Background: an optimization exercise with open tools, aiming at small area, a short achievable clock period and few clock cycles per item. Do not read the settings as production practice. At most, simulation tests tie the RTL to the original design; equivalence was not proved.

==> flow/design.v <==
`timescale 1ns / 1ps
module unsignedDiv #(parameter N = 32)
                    (input valid, CLK, RST,
                     input [N-1:0] divisor, dividend,
                     output reg ready,
                     output [N-1:0] quotient, remainder);
    localparam CW = $clog2(N);
    localparam S_WAIT = 2'd0, S_SHIFT = 2'd1, S_RUN = 2'd2;
    reg [1:0] st;
    reg [N-1:0] R, Q, D;
    reg [CW-1:0] cnt, la;
    assign quotient  = Q;
    assign remainder = R;
    function automatic [CW-1:0] lzc(input [N-1:0] x);
        reg [N-1:0] v;
        integer s;
        begin
            v = x;
            for (s = CW - 1; s >= 0; s = s - 1) begin
                lzc[s] = ~|(v >> (N - (1 << s)));
                if (lzc[s]) v = v << (1 << s);
            end
        end
    endfunction
    wire [N:0] bt;           
    genvar gi;
    assign bt[N] = 1'b0;
    generate for (gi = N - 1; gi >= 0; gi = gi - 1) begin : g_bt
        assign bt[gi] = bt[gi+1] | divisor[gi];
    end endgenerate
    wire bz = ~bt[0];
    wire quick = bz | ~|(dividend & ~bt[N:1]);
    wire [CW-1:0] diff = cnt - la;
    function automatic [N:0] psub(input [N-1:0] a, input [N-1:0] b);
        reg [N-1:0] p, g, G, P;
        integer l, i;
        begin
            p = a ^ ~b;
            g = a & ~b;
            G = g; P = p;
            G[0] = g[0] | p[0];      
            for (l = 0; (1 << l) < N; l = l + 1)
                for (i = N - 1; i >= (1 << l); i = i - 1) begin
                    G[i] = G[i] | (P[i] & G[i - (1 << l)]);
                    P[i] = P[i] & P[i - (1 << l)];
                end
            psub[N] = G[N-1];                        
            psub[N-1:0] = p ^ {G[N-2:0], 1'b1};
        end
    endfunction
    wire [N:0] sub = psub(R, D);
    wire ge = sub[N];
    always @(posedge CLK or posedge RST) begin
        if (RST) begin
            ready <= 1'b1;
            st <= S_WAIT;
            R <= 0;
            Q <= 0;
        end else if (ready) begin
            if (valid) begin
                ready <= 1'b0;
                R <= dividend;
                Q <= {N{bz}};
                st <= quick ? S_WAIT : S_SHIFT;
            end
        end else begin
            case (st)
                S_WAIT: ready <= 1'b1;
                S_SHIFT: st <= S_RUN;
                default: begin
                    if (ge) R <= sub[N-1:0];
                    Q <= {Q[N-2:0], ge};
                    if (cnt == 0) ready <= 1'b1;
                end
            endcase
        end
    end
    always @(posedge CLK) begin
        if (ready) begin
            D <= divisor;
            cnt <= lzc(divisor);
            la <= lzc(dividend);
        end else if (st == S_SHIFT) begin
            D <= D << diff;
            cnt <= diff;
        end else begin
            D <= D >> 1;
            cnt <= cnt - 1'b1;
        end
    end
endmodule
==> flow/config.mk <==
export PLATFORM = sky130hd
export DESIGN_NAME = unsignedDiv
export DESIGN_NICKNAME = unsignedDiv
export VERILOG_FILES = /design/flow/design.v
export SDC_FILE = /design/flow/constraint.sdc
export NUM_CORES = 4
export LEC_CHECK = 0
export ABC_AREA = 1
export CAP_MARGIN = 20
export CORE_MARGIN = 2
export CORE_UTILIZATION = 60
export SLEW_MARGIN = 20
==> flow/constraint.sdc <==
create_clock -name core_clock -period 3.5 [get_ports {CLK}]
set_input_delay 0.7000 -clock core_clock [delete_from_list [all_inputs] [get_ports {CLK}]]
set_output_delay 0.7000 -clock core_clock [all_outputs]
set_load 0.01 [all_outputs]
standard.sh (not shown) runs the stock make flow with config.mk's settings and CLKGATE_MAP_FILE= SYNTH_SCRIPT=/design/flow/synth_recipe.tcl, a recipe that flattens the netlist after the stock synthesis.
==> flow/flow/run.sh <==
#!/bin/bash
set -euo pipefail
export BUFFER_PORTS_ARGS="-buffer_cell sky130_fd_sc_hd__buf_1"
bash standard.sh finish > standard_flow.log 2>&1
Then changed:
--- a/flow/design.v
+++ b/flow/design.v
@@ -40,10 +40,11 @@
             G = g; P = p;
             G[0] = g[0] | p[0];      
             for (l = 0; (1 << l) < N; l = l + 1)
-                for (i = N - 1; i >= (1 << l); i = i - 1) begin
-                    G[i] = G[i] | (P[i] & G[i - (1 << l)]);
-                    P[i] = P[i] & P[i - (1 << l)];
-                end
+                for (i = 0; i < N; i = i + 1)
+                    if ((i >> l) & 1) begin
+                        G[i] = G[i] | (P[i] & G[((i >> l) << l) - 1]);
+                        P[i] = P[i] & P[((i >> l) << l) - 1];
+                    end
             psub[N] = G[N-1];                        
             psub[N-1:0] = p ^ {G[N-2:0], 1'b1};
         end
What happened: Worst setup slack gets worse by 0.044 ns; final area shrinks by a few percent; final cell count shrinks by a few percent; non-clock buffer count is unchanged; synthesized area shrinks by a few percent; critical path depth grows by 12; fmax shrinks slightly; core utilization grows by 0.77 points; wire length shrinks by roughly a tenth; worst hold slack gets worse by 0.0036 ns; synthesized cell count shrinks by a few percent; count of clock-buffer cells in the layout grows by 2.
Testbench counts after the change, summed over its fixed seeds: cycles 19,213, items 2,400.
No functional check of the RTL was part of the first run of this note.


unsignedDiv, a different RTL version from the one above (not shown whole).
Size: about 130 I/O pins.
==> module unsignedDiv, before the edit <==
module unsignedDiv #(parameter N = 32)
                    (input valid, CLK, RST,
                     input [N-1:0] divisor, dividend,
                     output reg ready,
                     output [N-1:0] quotient, remainder);
    localparam CW = $clog2(N);
    reg run;                 
    reg [N-1:0] R, Q, D;
    reg [CW-1:0] cnt, la;
    assign quotient  = Q;
    assign remainder = R;
    function automatic [CW-1:0] lzc(input [N-1:0] x);
        reg [N-1:0] v;
        integer s;
        begin
            v = x;
            for (s = CW - 1; s >= 0; s = s - 1) begin
                lzc[s] = ~|(v >> (N - (1 << s)));
                if (lzc[s]) v = v << (1 << s);
            end
        end
    endfunction
    wire [CW:0] diff = {1'b0, cnt} - {1'b0, la};
    wire quick = diff[CW] | Q[0];
    function automatic [N:0] psub(input [N-1:0] a, input [N-1:0] b);
        reg [N-1:0] p, g, G, P;
        integer l, i;
        begin
            p = a ^ ~b; g = a & ~b; G = g; P = p;
            G[0] = g[0] | p[0];      
            for (l = 0; (1 << l) < N; l = l + 1)
                for (i = (2 << l) - 1; i < N; i = i + (2 << l)) begin
                    G[i] = G[i] | (P[i] & G[i - (1 << l)]);
                    P[i] = P[i] & P[i - (1 << l)];
                end
            for (l = 3; l >= 0; l = l - 1)
                for (i = (3 << l) - 1; i < N; i = i + (2 << l)) begin
                    G[i] = G[i] | (P[i] & G[i - (1 << l)]);
                    P[i] = P[i] & P[i - (1 << l)];
                end
            psub[N] = G[N-1];
            psub[N-1:0] = p ^ {G[N-2:0], 1'b1};
        end
    endfunction
    wire [N:0] sub = psub(R, D);
    wire ge = sub[N];
    always @(posedge CLK or posedge RST) begin
        if (RST) begin
            ready <= 1'b1;
            run <= 1'b0;
            R <= 0;
            Q <= 0;
        end else if (ready) begin
            if (valid) begin
                ready <= 1'b0;
                run <= 1'b0;
                R <= dividend;
                Q <= {N{~|divisor}};
            end
        end else if (!run) begin
            if (quick) ready <= 1'b1;
            else run <= 1'b1;
        end else begin
            if (ge) R <= sub[N-1:0];
            Q <= {Q[N-2:0], ge};
            if (cnt == 0) ready <= 1'b1;
        end
    end
    always @(posedge CLK) begin
        if (ready) begin
            D <= divisor;
            cnt <= lzc(divisor);
            la <= lzc(dividend);
        end else if (!run) begin
            D <= D << diff[CW-1:0];
            cnt <= diff[CW-1:0];
        end else begin
            D <= D >> 1;
            cnt <= cnt - 1'b1;
        end
    end
endmodule
export LEC_CHECK = 0
export ABC_AREA = 1
export CAP_MARGIN = 0
export CORE_MARGIN = 2
export CORE_UTILIZATION = 70
export SETUP_SLACK_MARGIN = 0.8
export SLEW_MARGIN = 0
create_clock -name core_clock -period 3.5 [get_ports {CLK}]
Scripts as last shown in full above: flow/flow/run.sh
==> next run, changes <==
--- a/flow/design.v
+++ b/flow/design.v
@@ -25,23 +25,21 @@
     wire quick = diff[CW] | Q[0];
     function automatic [N:0] psub(input [N-1:0] a, input [N-1:0] b);
         reg [N-1:0] p, g, G, P;
         integer l, i;
         begin
-            p = a ^ ~b; g = a & ~b; G = g; P = p;
+            p = a ^ ~b;
+            g = a & ~b;
+            G = g; P = p;
             G[0] = g[0] | p[0];      
             for (l = 0; (1 << l) < N; l = l + 1)
-                for (i = (2 << l) - 1; i < N; i = i + (2 << l)) begin
-                    G[i] = G[i] | (P[i] & G[i - (1 << l)]);
-                    P[i] = P[i] & P[i - (1 << l)];
-                end
-            for (l = 3; l >= 0; l = l - 1)
-                for (i = (3 << l) - 1; i < N; i = i + (2 << l)) begin
-                    G[i] = G[i] | (P[i] & G[i - (1 << l)]);
-                    P[i] = P[i] & P[i - (1 << l)];
-                end
-            psub[N] = G[N-1];
+                for (i = 0; i < N; i = i + 1)
+                    if ((i >> l) & 1) begin
+                        G[i] = G[i] | (P[i] & G[((i >> l) << l) - 1]);
+                        P[i] = P[i] & P[((i >> l) << l) - 1];
+                    end
+            psub[N] = G[N-1];                        
             psub[N-1:0] = p ^ {G[N-2:0], 1'b1};
         end
     endfunction
     wire [N:0] sub = psub(R, D);
     wire ge = sub[N];
Result:
- The changed run passed the timing, design-rule and antenna checks
- cell area increases slightly
- die area went up by a few percent
- core utilization came out lower by 3.4 points
- synthesized cell count came out higher by roughly a tenth
Testbench counts after the change, summed over its fixed seeds: cycles 19,213, items 2,400.
Function not checked in the first run of this note: the RTL went through the layout flow alone.

[what the ideal ports hide]
The flow's constraints put no driver on any port. The routed layouts listed below were extracted and timed again, unchanged, in two steps.
Step 1 (the two cells are an assumption about what drives the block):
set clk [get_ports {CLK}]
set_driving_cell -lib_cell sky130_fd_sc_hd__clkbuf_16 $clk
set_driving_cell -lib_cell sky130_fd_sc_hd__buf_2 [delete_from_list [all_inputs] $clk]
Step 2 also shifts input and output timing later by t, the mid clock arrival at the registers, as if the neighbouring blocks saw the same clock.
Three values: ideal, step 1, step 2; two values: the first two.
run	shift t [ns]	setup WS [ns]	worst data-port slew with drivers (ns)
the first run of note 1	0.418	0.563 / 0.563 / 0.468	0.04
the second run of note 1	0.410	0.519 / 0.519 / 0.519	0.06
the first run of note 2	0.420	0.510 / 0.510 / 0.510	0.04
the second run of note 2	0.410	0.746 / 0.746 / 0.550	0.03
After both steps every run listed still meets setup and hold. For the second run of note 2, which loses most, drivers alone change the setup slack by 0.000 ns; drivers and shift together by -0.196 ns.
